What follows belongs to an exercise in optimizing a design on an open flow for small area; a production flow would make more cautious choices. Where RTL was checked, it was by simulation tests only, not by an equivalence proof against the original. Function not checked in run 2: the RTL went through the layout flow alone. In run 1 the design's own scripts or RTL, not TritonCTS, make the clock network. The clock input has no modelled driver; a real chip could not lean on it and would need a root buffer or a full tree. Power figures rest on the tool's default switching activity, not on a simulated workload.

### config.mk
export PLATFORM = sky130hd
export DESIGN_NAME = measure_cotr
export DESIGN_NICKNAME = measure_cotr
export VERILOG_FILES = /design/flow/design.v
export SDC_FILE = /design/flow/constraint.sdc
export NUM_CORES = 4
export LEC_CHECK = 0
export CAP_MARGIN = 20
export CORE_MARGIN = 2
export CORE_UTILIZATION = 70
export SLEW_MARGIN = 20
### standard.sh
#!/bin/bash
# synth_recipe.tcl (not shown) runs the flow's synth.tcl, then flattens the netlist and writes it again
# the make line also repeats each setting of config.mk as NAME=value (left out here)
make -C /OpenROAD-flow-scripts/flow DESIGN_CONFIG=/design/flow/config.mk WORK_HOME=/design/flow/orfs CLKGATE_MAP_FILE= SYNTH_SCRIPT=/design/flow/synth_recipe.tcl "${@:-finish}"
### flow/cts.tcl
# Clock tree: the clock port drives NBUF buffers, each serving one cluster of the
# clock sinks (k-means on the placed sink locations).
set res orfs/results/sky130hd/measure_cotr/base
set plat $::env(FLOW_HOME)/platforms/sky130hd
read_lef $plat/lef/sky130_fd_sc_hd.tlef
read_lef $plat/lef/sky130_fd_sc_hd_merged.lef
read_liberty $plat/lib/sky130_fd_sc_hd__tt_025C_1v80.lib
read_db $res/3_place.odb
read_sdc $res/3_place.sdc
source $plat/setRC.tcl
source flow/manual_cts.tcl
manual_cts 4 sky130_fd_sc_hd__clkbuf_16
set_propagated_clock [all_clocks]
estimate_parasitics -placement
detailed_placement
check_placement -verbose
estimate_parasitics -placement
report_clock_skew
report_checks -path_delay min
report_check_types -max_slew -max_capacitance -violators
write_db $res/4_1_cts.odb
write_sdc -no_timestamp $res/4_cts.sdc
### design.v
`timescale 1ns / 1ps
module measure_cotr
(
    input           clk_sys,
    input           clk_samp,
    input           rst_n,
    input [11:0]    AD_data,
    output [1:0]    cotr_sig,
    output [23:0]   data_out
);
    localparam [2:0] PH_IDLE0 = 3'd0,
                     PH_IDLE1 = 3'd1,
                     PH_START = 3'd2,
                     PH_COUNT = 3'd3,
                     PH_LAST  = 3'd4,
                     PH_DONE  = 3'd5,
                     PH_W     = 3'd6;
    reg        samp0, samp1;
    reg [2:0]  ph;
    reg [1:0]  cotr;
    reg [7:0]  cnt;
    reg [22:0] dout;
    reg [3:0]  k;
    reg        m;
    reg        c;
    reg [10:0] P;
    reg [11:0] Q;
    reg [29:0] S;
    wire strobe   = samp0 & ~samp1;
    wire counting = (ph == PH_COUNT);
    wire cnt_last = (cnt == 8'h80);      
    wire active   = |k;
    wire [12:0] term = Q[0] ? {Q[11:1], 1'b0, 1'b1} : 13'd0;
    wire [12:0] V;
    wire [12:0] vc;
    assign V[0]  = P[0] ^ term[0];
    assign vc[0] = P[0] & term[0];
    assign V[1]  = P[1] ^ vc[0];
    assign vc[1] = P[1] & vc[0];
    genvar gi;
    generate
        for (gi = 2; gi <= 10; gi = gi + 1) begin : g_fa
            assign V[gi]  = P[gi] ^ term[gi] ^ vc[gi-1];
            assign vc[gi] = (P[gi] & term[gi]) | (P[gi] & vc[gi-1]) | (term[gi] & vc[gi-1]);
        end
    endgenerate
    assign V[11]  = term[11] ^ vc[10];
    assign vc[11] = term[11] & vc[10];
    assign V[12]  = term[12] ^ vc[11];
    assign vc[12] = 1'b0;
    wire [1:0]  d    = (k <= 4'd11) ? V[1:0] : 2'b00;
    wire [1:0]  a    = m ? 2'b00 : S[1:0];
    wire        s0   = a[0] ^ d[0] ^ c;
    wire        c0   = (a[0] & d[0]) | (a[0] & c) | (d[0] & c);
    wire        s1   = a[1] ^ d[1] ^ c0;
    wire        c1   = (a[1] & d[1]) | (a[1] & c0) | (d[1] & c0);
    wire [21:0] res  = S[27:6];
    always @(posedge clk_sys) begin
        samp0 <= clk_samp;
        samp1 <= samp0;
    end
    always @(posedge clk_sys) begin
        Q <= strobe ? AD_data : {1'b0, Q[11:1]};
        P <= strobe ? 11'd0 : V[12:2];
        c <= active & c1;
        if (active)
            S <= {s1, s0, S[29:2]};
    end
    always @(posedge clk_sys) begin
        if (!rst_n) begin
            k <= 4'd0;
            m <= 1'b1;
        end else begin
            k <= (strobe | active) ? k + 4'd1 : 4'd0;
            if (strobe)
                m <= m | ~counting | cnt_last;
            else if (&k)
                m <= 1'b0;
        end
    end
    wire load = (ph == PH_DONE) && (res >= 22'd13141 || cotr[1]);
    always @(posedge clk_sys) begin
        if (!rst_n || load)
            dout <= {cotr[1], res} & {23{rst_n}};
    end
    always @(posedge clk_sys) begin
        if (!rst_n) begin
            ph   <= PH_IDLE0;
            cotr <= 2'b00;
            cnt  <= 8'h01;
        end else begin
            case (ph)
                PH_IDLE0: ph <= PH_IDLE1;
                PH_IDLE1: begin
                    cotr <= 2'b00;
                    ph   <= PH_START;
                end
                PH_W: begin
                    cotr <= {cotr[0], ~cotr[0]};
                    ph   <= PH_START;
                end
                PH_START: ph <= PH_COUNT;
                PH_COUNT: begin
                    if (strobe) begin
                        cnt <= {cnt[6:0], cnt[7] ^ cnt[5] ^ cnt[4] ^ cnt[3]};
                        if (cnt_last)
                            ph <= PH_LAST;
                    end
                end
                PH_LAST: ph <= PH_DONE;
                PH_DONE: begin
                    if (load)
                        ph <= PH_IDLE0;
                    else
                        ph <= PH_W;
                end
                default: ph <= PH_IDLE0;
            endcase
        end
    end
    assign cotr_sig = cotr;
    assign data_out = {dout[22], 1'b0, dout[21:0]};
endmodule
### constraint.sdc
create_clock -name core_clock -period 10.0 [get_ports {clk_sys}]
set_input_delay 2.0000 -clock core_clock [delete_from_list [all_inputs] [get_ports {clk_sys}]]
set_output_delay 2.0000 -clock core_clock [all_outputs]
set_load 0.01 [all_outputs]
### flow/run.sh
#!/bin/bash
# Standard ORFS layout with two changes: the port buffers are buf_1 cells, and the
# clock tree is a single level of buffers placed by flow/cts.tcl instead of TritonCTS.
set -euo pipefail
export BUFFER_PORTS_ARGS="-buffer_cell sky130_fd_sc_hd__buf_1"
bash standard.sh place > 1_place.log 2>&1
openroad -no_init -exit flow/cts.tcl > 2_cts.log 2>&1
bash standard.sh finish > 3_finish.log 2>&1
### flow/manual_cts.tcl
# manual_cts NBUF BUFCELL: split the sinks of net clk_sys into NBUF clusters by
# k-means on their locations, and drive each cluster from its own BUFCELL
# instance, placed at the cluster's centroid and fed by clk_sys.
proc manual_cts { nbuf bufcell } {
  set block [ord::get_db_block]
  set db [ord::get_db]
  set clknet [$block findNet clk_sys]
  set master [$db findMaster $bufcell]
  set pts {}
  foreach it [$clknet getITerms] {
    set loc [[$it getInst] getLocation]
    lappend pts [list [lindex $loc 0] [lindex $loc 1] $it]
  }
  set pts [lsort -integer -index 0 $pts]
  set n [llength $pts]
  # initial centres: spread along x
  set cx {}; set cy {}
  for {set b 0} {$b < $nbuf} {incr b} {
    set p [lindex $pts [expr {($b * $n + $n / 2) / $nbuf}]]
    lappend cx [lindex $p 0]; lappend cy [lindex $p 1]
  }
  for {set iter 0} {$iter < 30} {incr iter} {
    set sx [lrepeat $nbuf 0]; set sy [lrepeat $nbuf 0]; set sn [lrepeat $nbuf 0]
    set asg {}
    foreach p $pts {
      set best 0; set bd -1
      for {set b 0} {$b < $nbuf} {incr b} {
        set d [expr {abs([lindex $p 0] - [lindex $cx $b]) + abs([lindex $p 1] - [lindex $cy $b])}]
        if {$bd < 0 || $d < $bd} { set bd $d; set best $b }
      }
      lappend asg $best
      lset sx $best [expr {[lindex $sx $best] + [lindex $p 0]}]
      lset sy $best [expr {[lindex $sy $best] + [lindex $p 1]}]
      lset sn $best [expr {[lindex $sn $best] + 1}]
    }
    for {set b 0} {$b < $nbuf} {incr b} {
      if {[lindex $sn $b] > 0} {
        lset cx $b [expr {[lindex $sx $b] / [lindex $sn $b]}]
        lset cy $b [expr {[lindex $sy $b] / [lindex $sn $b]}]
      }
    }
  }
  for {set b 0} {$b < $nbuf} {incr b} {
    if {[lindex $sn $b] == 0} { continue }
    set net [odb::dbNet_create $block "clknet_m$b"]
    $net setSigType CLOCK
    set inst [odb::dbInst_create $block $master "clkbuf_m$b"]
    $inst setLocation [lindex $cx $b] [lindex $cy $b]
    $inst setPlacementStatus PLACED
    [$inst findITerm A] connect $clknet
    [$inst findITerm X] connect $net
  }
  foreach p $pts b $asg {
    set it [lindex $p 2]
    $it disconnect
    $it connect [$block findNet "clknet_m$b"]
  }
  puts "manual_cts: cluster sizes $sn"
}
==> results of run 1 <==
[cells by family (layout without fill, tap and decap cells)]
kind of cell               count (synthesis)  count (layout)  synth area share
other                                      1               1          0.000986
and+or+nand+nor                          126             126             0.173
AOI/OAI and AO/OA                         20              20            0.0395
adders and majority gates                 16              16            0.0744
DFF                                       97              97             0.650
muxes                                      8               8            0.0211
buffers and inverters                     20              54            0.0267
xor gates and xnor gates                   6               6            0.0138
[sequential cells by signal, summed over array words and instances, names as in the netlist]
name,count
S,30
dout,23
Q,12
P,11
cnt,8
k,4
ph,3
cotr,2
c,1
m,1
samp0,1
samp1,1
[power groups by stage]
stage	Combinational, W	Sequential (W)	Clock (W)
after detailed placement	0.0000681	0.000491	0
after floorplan	0.0000477	0.000487	0
final	0.0000682	0.000482	0.000165
after global routing	0.0000789	0.000487	0.000180
after global placement	0.0000643	0.000489	0
[worst max-delay path: stages, from the launching register on]
cell and delay, ns:
sky130_fd_sc_hd__dfxtp_1 0.40, sky130_fd_sc_hd__ha_1 0.23, sky130_fd_sc_hd__ha_1 0.19, sky130_fd_sc_hd__fa_1 0.36, sky130_fd_sc_hd__inv_1 0.07, sky130_fd_sc_hd__fa_1 0.15
sky130_fd_sc_hd__inv_1 0.05, sky130_fd_sc_hd__fa_1 0.38, sky130_fd_sc_hd__fa_1 0.39, sky130_fd_sc_hd__fa_1 0.39, sky130_fd_sc_hd__fa_1 0.39, sky130_fd_sc_hd__fa_1 0.40
sky130_fd_sc_hd__fa_1 0.40, sky130_fd_sc_hd__fa_1 0.37, sky130_fd_sc_hd__ha_1 0.27, sky130_fd_sc_hd__and2_1 0.13
[worst paths after layout]
kind	end	slack [ns]	cells past startpoint
hold reg to reg	samp1$_DFF_P_	0.38	0
hold / removal	samp1$_DFF_P_	0.38	0
setup reg to reg	P[9]$_SDFF_PP0_	5.35	15
setup / recovery	P[9]$_SDFF_PP0_	5.35	15
[synth_stat cells (all sizes together), types with 5 or more instances]
| master | number |
|---|---|
| dfxtp | 44 |
| fa | 11 |
| ha | 5 |
| nand3 | 5 |
| mux2i | 8 |
| nor2 | 21 |
| nor2b | 5 |
| inv | 9 |
| nand2 | 42 |
| edfxtp | 53 |
| clkbuf | 7 |
| and2 | 43 |
[per-layer routing]
layer,global-route usage,wire [um],vias up
met4,0.0339,109,0
met2,0.371,2950,64
met1,0.263,2320,1062
met5,0,0,-
met3,0.0140,264,9
li1,-,-,1061
[layout make-up]
class	instances	area (um2)
plain buffers	4	100
inverters	9	33.8
well taps	70	87.6
fillers	326	1090
flip-flops and latches	97	2470
repair buffers	41	161
multi-input cells	177	1230
[stage by stage]
stage / instance area, um2 / worst slack (ns) / utilization
floorplan: 3800 / 5.62 / -
detailed placement: 3980 / 5.31 / 0.770
global route: 4080 / 5.15 / 0.790
finish: 4080 / 5.35 / 0.790
global placement: 3980 / 5.45 / 0.770
==> run summary, run 1 <==
Logic synthesis:
- By area the synthesized netlist is led by sky130_fd_sc_hd__edfxtp_1, sky130_fd_sc_hd__dfxtp_1, sky130_fd_sc_hd__and2_1, sky130_fd_sc_hd__fa_1, sky130_fd_sc_hd__nand2_1.
- Of the post-synthesis cell area, the dominant cell type holds 0.419.
- The share of the Yosys chip area taken by registers is 0.650.
- The largest total area in the synthesized netlist belongs to sky130_fd_sc_hd__edfxtp_1.
- Dividing the synthesized area by the synthesized cell count gives around 13 um2.
- The synthesized netlist contains 41 unique library cells.
- After synthesis, the share of flip-flops with an asynchronous set or reset is 0.
- The cell count after synthesis is 294.
- The commonest register cell after synthesis is sky130_fd_sc_hd__edfxtp_1.
- In this run the cell area of the synthesized design comes to about 3800 um2.
- The total nets after synthesis is between 300 and 400.
- For this run, the number of Yosys warnings is 1.
- In this run, synthesis produced a sequential element count of between 90 and 100.
- The number of flops mapped to enable cells by yosys is 53.

Cells and area:
- The non-filler instance count after layout is roughly 400.
- The final layout net count is roughly 360.
- The number of antenna diodes in the final layout is 0.
- The layout overhead on the synthesized area is 7.40%.
- Of the cells placed in the final design, the portion with a size suffix greater than 1 is 0.0427.
- Leaving out fill and tap cells, the most frequent cell in the layout is sky130_fd_sc_hd__edfxtp_1.
- The top cell types in the final layout, fill and taps aside, are sky130_fd_sc_hd__edfxtp_1, sky130_fd_sc_hd__dfxtp_1, sky130_fd_sc_hd__and2_1.

Status:
- The run finished with no timing, DRC or antenna violations.

STA:
- The transition time at the pin with the least slew margin is approximately 0.97 ns.
- The share of the clock period used by the worst path is 0.465.
- Setup repair after global routing left no endpoint under its margin.
- The worst pin sits at a relative slew slack of 0.353.
- The number of setup violations in the final report is 0.
- Hold is met by 0.375 ns.
- The highest attainable clock frequency is ~0.22 GHz.
- Summed over all failing endpoints, the final setup total negative slack is 0 ns.
- The max-slew violation total from the final report came to 0.
- Between clock sinks in the finished design, the worst skew comes to ~0.044 ns.
- The number of endpoints with negative hold slack in the final report came to 0.
- Counting I/O delays and the setup requirement, the final critical path takes between 4 and 5 ns.

Global routing:
- The initial antenna violation count is 0.
- The maximum number of pins on one net before global-route repair is 33.
- The global-route usage over all layers is 0.200.
- The first global-routing pass estimated 9870 um of wire.
- The total overflow left after global routing is 0.
- The number of global-route vias before repair is approximately 2.2k.

Placed design:
- Including well taps, the total number of placed cells is between 300 and 400.
- The number of port buffers is 39.
- The routability congestion estimate is slightly below 0.8.
- The detailed placement HPWL is just under 4000 um.

Die:
- The area enclosed by the die boundary is between 6000 and 7000 um2.
- In this run the vertical extent of the chip is between 70 and 80 um.
- The floorplan has 26 rows.
- The floorplan die width is around 78 um.
- The initial utilization of the core area, before any placement, comes to 0.735.
- After floorplanning, the core was sized to cover between 5000 and 6000 um2.
- The number of placed I/O pins is between 40 and 50.

Detailed routing:
- Dividing the detail-routed via count by the number of cells gives 5.52.
- The average wire per standard cell is 14.2 um.
- After detailed routing, the number of remaining DRC violations is 0.
- The via count is 2,196.
- The first TritonRoute pass finished after 4 iterations.
- The first routing iteration left around 110 violations.
- The count of nets left with antenna violations once routing finished came out at 0.
- Summed over all layers, the routed wires come to about 5600 um.

Power and ir drop:
- The internal portion of the total power is ~0.00056 W.
- Of the total power, registers draw 0.674.
- The worst-case IR drop observed on VDD is ~0.16 mV.
- Of the total power, the share spent switching nets is 0.211.
- The share of total power dissipated in combinational logic is 0.095.
- The total power per unit cell area is about 170 nW/um2.
- The switching power total is ~0.00015 W.
- The fraction of power consumed by the clock network is 0.230.
- The total chip power is 0.000715 W.
- The reported leakage power is between 1.5 and 2 nW.

Flow run:
- The reported max-cap violation count is 0.

Worst setup path:
- Along the worst path, the maximum fanout reaches 12.
- The critical path is of the flop to flop type.
- The startpoint type of the worst setup path is a flop.
- The start point of the critical path is Q[0]$_DFF_P_.
- The worst setup path is captured at a flop.
- STA puts the critical path data required time at around 10 ns.
- At the worst endpoint, the arrival time is 4.69 ns.
- In this run the critical register-to-register path is launched from Q[0]$_DFF_P_.

CTS:
- The clock insertion delay at the later pin of the skew report is ~0.18 ns.
- After clock tree synthesis, the clock-pin slew on the worst setup and hold paths is roughly 0.08 ns.

Min path:
- The start point of the worst hold path is samp0$_DFF_P_.
- The kind of path behind the tightest hold check is flop to flop.
==> run 2: changes to the inputs <==
==> design.v (replaced) <==
`timescale 1ns / 1ps
module mult1(
    input  [11:0] A,
    input  [11:0] B,
    output [21:0] P,
    input         CLK,
    input         CE,
    input         SCLR
);
    wire [23:0] prod = A * B;
    reg  [21:0] p_reg;
    assign P = p_reg;
    always @(posedge CLK) begin
        if (SCLR)
            p_reg <= 22'd0;
        else if (CE)
            p_reg <= prod[21:0];
    end
endmodule
`timescale 1ns / 1ps
module measure(
    input clk_sys,
    input clk_samp, 
    input rst_n,
    input mearsure_start,
    input [11:0] AD_data,
    output measure_done_q,
    output [21:0] data_out
);
    parameter cnt_clear = 22'd255; 
    reg clk_samp_buf0;
    reg clk_samp_buf1;
    wire clk_samp_impluse;
    wire [21:0] mult_data;
    reg [16:0] cnt;
    reg [39:0] sig_energy;
    reg [21:0] data_out_buf;
    reg measure_en;
    wire measure_done;
    assign measure_done = (cnt == cnt_clear) ? 1'b1:1'b0;
    assign measure_done_q = measure_done;
    assign data_out  = data_out_buf;
    assign clk_samp_impluse = clk_samp_buf0 & ~clk_samp_buf1; 
    always@(posedge clk_sys) begin
        clk_samp_buf0 <= clk_samp;
        clk_samp_buf1 <= clk_samp_buf0; 
    end
    always@(posedge clk_sys) begin
        if(!rst_n) begin
            measure_en <= 1'b0;
        end
        else if(mearsure_start)
            measure_en <= 1'b1;
        else if(measure_done)
            measure_en <= 1'b0;
        else
            measure_en <= measure_en;
    end
    always@(posedge clk_sys) begin
        if(!rst_n) begin
            sig_energy <= 40'd0;
            cnt <= 17'd0;
            data_out_buf <= 22'd0;
        end
        else if(cnt == cnt_clear) begin
            sig_energy <= 40'd0;
            data_out_buf <= sig_energy[39:8];
            cnt <= 17'd0;
        end
        else if(clk_samp_impluse && measure_en) begin
            cnt <= cnt + 17'd1;
            sig_energy <= sig_energy + mult_data;
        end
        else begin
            sig_energy <= sig_energy;
            data_out_buf <= data_out_buf;
            cnt <= cnt;
        end
    end
   mult1 mult1_inst(
    .A(AD_data),
    .B(AD_data),
    .P(mult_data),
    .CLK(clk_sys),
    .CE(clk_samp_impluse),
    .SCLR(~rst_n)
    );
endmodule
`timescale 1ns / 1ps
module measure_cotr
(
    input           clk_sys,
    input           clk_samp, 
    input           rst_n,
    input [11:0]    AD_data,
    output [1:0]    cotr_sig,
    output  [23:0]  data_out
);
parameter          Vrms_gata = 22'd13141;
reg [1:0]           cotr_sig_buf;
wire                measure_done_buf;
wire [21:0]         measure_data;
reg [23:0]          data_out_buf;
reg  [2:0]          state;
reg                 measure_start;
reg                 measure_done;
always@(posedge clk_sys) begin
    measure_done <= measure_done_buf;
end
always@(posedge clk_sys) begin
    if(!rst_n)
    begin
        state <= 3'd0;
        cotr_sig_buf <= 2'd0;
        measure_start <= 1'b0;
        data_out_buf <= 24'd0;
    end
    else
    begin
        case(state)
            3'd0:begin 
                measure_start <= 1'b0; 
                state <= 3'd1; 
            end
            3'd1:begin 
                cotr_sig_buf <= 2'b00; 
                measure_start <= 1'b1; 
                state <= 3'd2; 
            end
            3'd2:begin 
                measure_start <= 1'b0; 
                if(measure_done)begin 
                    if(measure_data>=Vrms_gata) begin 
                        data_out_buf <= {2'b00,measure_data}; 
                        state <= 3'd0; 
                    end 
                    else state <= 3'd3; 
                end 
             end
            3'd3:begin 
                cotr_sig_buf <= 2'b01; 
                measure_start <= 1'b1; 
                state <= 3'd4; 
            end
            3'd4:begin 
                measure_start <= 1'b0; 
                if(measure_done)begin 
                    if(measure_data>=Vrms_gata) begin 
                        data_out_buf <= {2'b00,measure_data}; 
                        state <= 3'd0; 
                    end 
                    else state <= 3'd5; 
                end 
            end
            3'd5:begin 
                cotr_sig_buf <= 2'b10; 
                measure_start <= 1'b1; 
                state <= 3'd6; 
            end
            3'd6:begin 
                measure_start <= 1'b0; 
                if(measure_done)begin 
                    data_out_buf <= {2'b10,measure_data};  
                    state <= 3'd0; 
                end 
            end
        endcase
    end
end
    measure measure_inst
    (
    .clk_sys(clk_sys),
    .clk_samp(clk_samp),
    .rst_n(rst_n),
    .mearsure_start(measure_start),
    .AD_data(AD_data),
    .measure_done_q(measure_done_buf),
    .data_out(measure_data)
    );
    assign data_out = data_out_buf;
    assign cotr_sig = cotr_sig_buf;
endmodule
==> run.sh (new file) <==
#!/bin/bash
# synth_recipe.tcl (not shown) runs the flow's synth.tcl, then flattens the netlist and writes it again
# the make line also repeats each setting of config.mk as NAME=value (left out here)
make -C /OpenROAD-flow-scripts/flow DESIGN_CONFIG=/design/flow/config.mk WORK_HOME=/design/flow/orfs CLKGATE_MAP_FILE= SYNTH_SCRIPT=/design/flow/synth_recipe.tcl finish
--- a/config.mk
+++ b/config.mk
@@ -8,4 +8,4 @@
 export CAP_MARGIN = 20
 export CORE_MARGIN = 2
-export CORE_UTILIZATION = 70
+export CORE_UTILIZATION = 40
 export SLEW_MARGIN = 20
removed: flow/run.sh
removed: flow/cts.tcl
removed: flow/manual_cts.tcl
removed: standard.sh
==> run summary, run 2 <==
Status:
- The flow ran to the end and the layout has no timing, DRC or antenna violations.

STA:
- The highest attainable clock frequency is ~0.14 GHz.
- Measured against its own limit, the worst slew margin works out to 0.462.
- Setup repair after global routing left no endpoint under its margin.
- The share of the clock period used by the worst path is 0.726.
- The max-slew violation total from the final report is 0.
- The post-layout worst setup margin is roughly 2.7 ns.
- The clock arrives with 0.0108 ns of skew.
- For the finished layout, the period the worst path requires is between 7 and 8 ns.
- The final sum of negative setup slack is 0 ns.
- The number of setup violations in the final report is 0.
- For the pin with the worst max-slew slack, the measured transition is roughly 0.80 ns.
- The number of endpoints with negative hold slack in the final report was 0.

Placed design:
- The routability congestion estimate is roughly 0.88.
- The post-detailed-placement cell area is 10,400 um2.
- In this run the tool buffered the top-level ports with 39 buffer cells.
- The post-place setup slack is ~2.3 ns.
- The detailed placement HPWL is between 15,000 and 20,000 um.

CTS:
- The clock transition at the register clock pins on the worst setup and hold paths after CTS is around 0.060 ns.
- The root buffer cell chosen for the clock tree is sky130_fd_sc_hd__clkbuf_16.
- The number of gates resized after CTS is 0.
- After clock tree synthesis, the flow added hold-fix buffers numbering 0.
- TritonCTS created 17 clock buffers.
- The clock passes through at most 2 buffers.
- Once the clock tree was built, the setup fixing pass inserted 0 buffers.
- TritonCTS built the clock tree.
- The maximum level of the CTS H-tree is 4.
- The number of sinks on the clock net is roughly 120.
- The clock reaches the later pin of the worst-skew pair after approximately 0.42 ns.

Worst setup path:
- The startpoint type of the worst setup path is an input pin.
- The critical path required time is a little over 10 ns.
- Along the worst path, the maximum fanout reaches 13.
- The element type at the critical path end is a flop.
- Data on the critical path arrives at its endpoint at 7.60 ns.
- The critical setup path kind is input pin to flop.

Global routing:
- For this run, the total global-route usage over all layers was measured as 0.171.
- The maximum number of pins on one net before global-route repair is 58.
- The first global-routing pass estimated ~36,000 um of wire.
- After global routing the overflow that remains totals 0.
- The initial antenna violation count is 0.
- The number of global-route vias before repair is a little under 8k.

Cells and area:
- The flip-flop count of the largest register after layout is 30.
- The final layout contains about 1.4k nets.
- The diode insertion count for antenna repair is 0.
- Leaving out fill and tap cells, the most frequent cells in the layout are sky130_fd_sc_hd__nand2_1, sky130_fd_sc_hd__inv_1, sky130_fd_sc_hd__dfxtp_1.
- More flip-flops sit in one register than any other, and that register is measure_inst.sig_energy.
- The area of all placed cells without fillers is 10,900 um2.
- Relative to the synthesized area, the layout overhead comes to 12.4%.
- The largest registers in the layout are measure_inst.sig_energy x30, data_out_buf x23, measure_inst.data_out_buf x22.
- The number of filler instances in the final layout is around 2.4k.
- Leaving out fill and tap cells, the most frequent cell in the layout is sky130_fd_sc_hd__nand2_1.
- In the final layout, the share of cells above drive strength 1 is 0.0506.

Die:
- The initial utilization of the core area, before any placement, comes to 0.404.
- The die is between 150 and 200 um tall.
- The total area inside the core boundary comes to approximately 24,000 um2.
- The floorplan die width is 160 um.
- The number of placed I/O pins is a little over 40.
- The area enclosed by the die boundary is roughly 26,000 um2.
- The placement row count is between 50 and 60.

Detailed routing:
- After the first detailed-routing iteration, the DRC count stood at around 460.
- The average wire per standard cell is ~13 um.
- The remaining routing DRC violations is 0.
- The detail route stage leaves a number of antenna-violating nets equal to 0.
- The first-pass detailed-route iteration total is 7.
- The post-detailed-route via-to-cell ratio is ~5.0.
- Wires add up to 20,600 um.
- The via count is about 7.7k.

Logic synthesis:
- Yosys mapped the design onto 63 distinct sky130hd cell types.
- For this run, the leading register cell type out of synthesis is sky130_fd_sc_hd__dfxtp_1.
- The synthesized-area fraction occupied by ao, oa, aoi and oai cells came to 0.151.
- The post-synthesis average cell area is just over 8 um2.
- The adder-cell share of the synthesized area is 0.264.
- The XOR/XNOR share of the synthesized area is 0.0522.
- The share of cell area taken by muxes after synthesis is 0.00437.
- Summed over all instances, the cell type with the most area after synthesis is sky130_fd_sc_hd__dfxtp_1.
- The number of flops mapped to enable cells by yosys is 0.
- The flip-flop and latch count after synthesis is roughly 120.
- The top cell type's share of synthesized area is 0.253.
- By area, the combinational part of the netlist is dominated by adder cells.
- The Yosys step of the flow raised 3 warnings.
- The total nets after synthesis is approximately 1.4k.
- Synthesis produced ~1.2k cells.
- The synthesized-area fraction occupied by and/or/nand/nor cells is 0.191.
- In the post-synthesis netlist, the biggest area contributors are sky130_fd_sc_hd__dfxtp_1, sky130_fd_sc_hd__fa_1, sky130_fd_sc_hd__ha_1, sky130_fd_sc_hd__nand2_1, sky130_fd_sc_hd__inv_1.
- After synthesis, the share of flip-flops with an asynchronous set or reset is 0.
- By count the netlist is led by sky130_fd_sc_hd__nand2_1, sky130_fd_sc_hd__inv_1, sky130_fd_sc_hd__dfxtp_1.
- The share of synthesized area occupied by flip-flops and latches is 0.253.
- Among all cell types in the netlist, the one instantiated most often is sky130_fd_sc_hd__nand2_1.
- The area of the mapped netlist is 9730 um2.

Power and ir drop:
- For this design the static power due to leakage is approximately 4.9 nW.
- The total power per unit cell area is between 200 and 250 nW/um2.
- The maximum VDD drop is around 0.17 mV.

Flow run:
- The reported max-cap violation count is 0.

Min path:
- The kind of path behind the tightest hold check is flop to flop.
-- run 2: cell families after synthesis --
kind of cell	Yosys count
XOR/XNOR	58
flip-flops	123
adder cells (fa/ha/maj)	157
AO/OA/AOI/OAI	230
buffers and inverters	215
multiplexers	4
AND/OR/NAND/NOR	394
other	1
-- run 2: final timing paths --
check | from | to | slack [ns] | depth (start not counted)
max | AD_data[4] | measure_inst.mult1_inst.p_reg[21]$_SDFFE_PN0P_ | 2.74 | 20
min | measure_inst.clk_samp_buf0$_DFF_P_ | measure_inst.clk_samp_buf1$_DFF_P_ | 0.39 | 0
max reg2reg | measure_inst.cnt[0]$_SDFFE_PP0P_ | measure_inst.sig_energy[20]$_SDFFE_PP0P_ | 6.96 | 9
min reg2reg | measure_inst.clk_samp_buf0$_DFF_P_ | measure_inst.clk_samp_buf1$_DFF_P_ | 0.39 | 0
-- run 2: final cells by class --
cell class | count | area (um2) | share of cell area
repair buffers | 48 | 453 | 0.0414
well taps | 324 | 405 | 0.0371
clock inverters | 14 | 121 | 0.0111
clock buffers | 18 | 439 | 0.0402
multi-input cells | 844 | 6460 | 0.591
inverters | 158 | 593 | 0.0542
flip-flops and latches | 123 | 2460 | 0.225
-- run 2: where the power goes --
group / internal (W) / switching, W / total [W]
Combinational: 0.000545 / 0.000716 / 0.00126
Clock: 0.000348 / 0.000232 / 0.000580
Sequential: 0.000518 / 0.0000218 / 0.000540
-- run 2: stage by stage --
step / hold WS (ns) / power, W / util / instances
after CTS: 0.385 / 0.00240 / 0.454 / 1529
after global routing: 0.394 / 0.00261 / 0.454 / 1529
after global placement: 0.374 / 0.00181 / 0.430 / 1497
final: 0.385 / 0.00238 / 0.454 / 1529
after detailed placement: 0.368 / 0.00181 / 0.430 / 1497
after floorplan: 0.356 / 0.00155 / - / 1182
-- run 2: metal layers --
layer | track usage | part of all wire
met3 | 0.0242 | 0.025
met2 | 0.291 | 0.47
met5 | 0 | 0
met4 | 0.0483 | 0.015
met1 | 0.227 | 0.49
-- run 2: critical path, stage by stage --
cell	delay, ns
sky130_fd_sc_hd__clkdlybuf4s50_1	0.78
sky130_fd_sc_hd__nand2_1	0.18
sky130_fd_sc_hd__xnor2_1	0.17
sky130_fd_sc_hd__ha_1	0.33
sky130_fd_sc_hd__fa_1	0.52
sky130_fd_sc_hd__inv_1	0.05
sky130_fd_sc_hd__fa_1	0.48
sky130_fd_sc_hd__inv_1	0.06
sky130_fd_sc_hd__fa_1	0.54
sky130_fd_sc_hd__inv_1	0.06
sky130_fd_sc_hd__fa_1	0.52
sky130_fd_sc_hd__inv_1	0.04
sky130_fd_sc_hd__ha_1	0.34
sky130_fd_sc_hd__a21o_1	0.19
sky130_fd_sc_hd__o32a_1	0.37
sky130_fd_sc_hd__nand2_1	0.11
sky130_fd_sc_hd__o21ai_0	0.12
sky130_fd_sc_hd__a2bb2oi_1	0.18
sky130_fd_sc_hd__or4_1	0.40
sky130_fd_sc_hd__a31oi_1	0.17

-- static timing again, ports no longer ideal --
In the flow no input, the clock included, has a driving cell. The finished layouts below were timed again as built, in two steps. Step 1 assumes that a clkbuf_16 drives the clock port and a buf_2 every other input. Step 2, shift: input delay + t, output delay - t, t = (earliest + latest rising clock arrival at the registers) / 2. This alone moves slack from input paths to output paths. Three values: ideal, step 1, step 2; two values: the first two.
run | t (ns) | setup WS [ns] | worst slew at a driven data input, ns
run 1 | 0.227 | 5.349 / 5.349 / 5.349 | 0.03
run 2 | 0.459 | 2.744 / 2.763 / 2.305 | 0.03
After both steps every run listed still meets setup and hold. For run 2, which loses most, drivers alone change the setup slack by +0.019 ns; drivers and shift together by -0.439 ns.
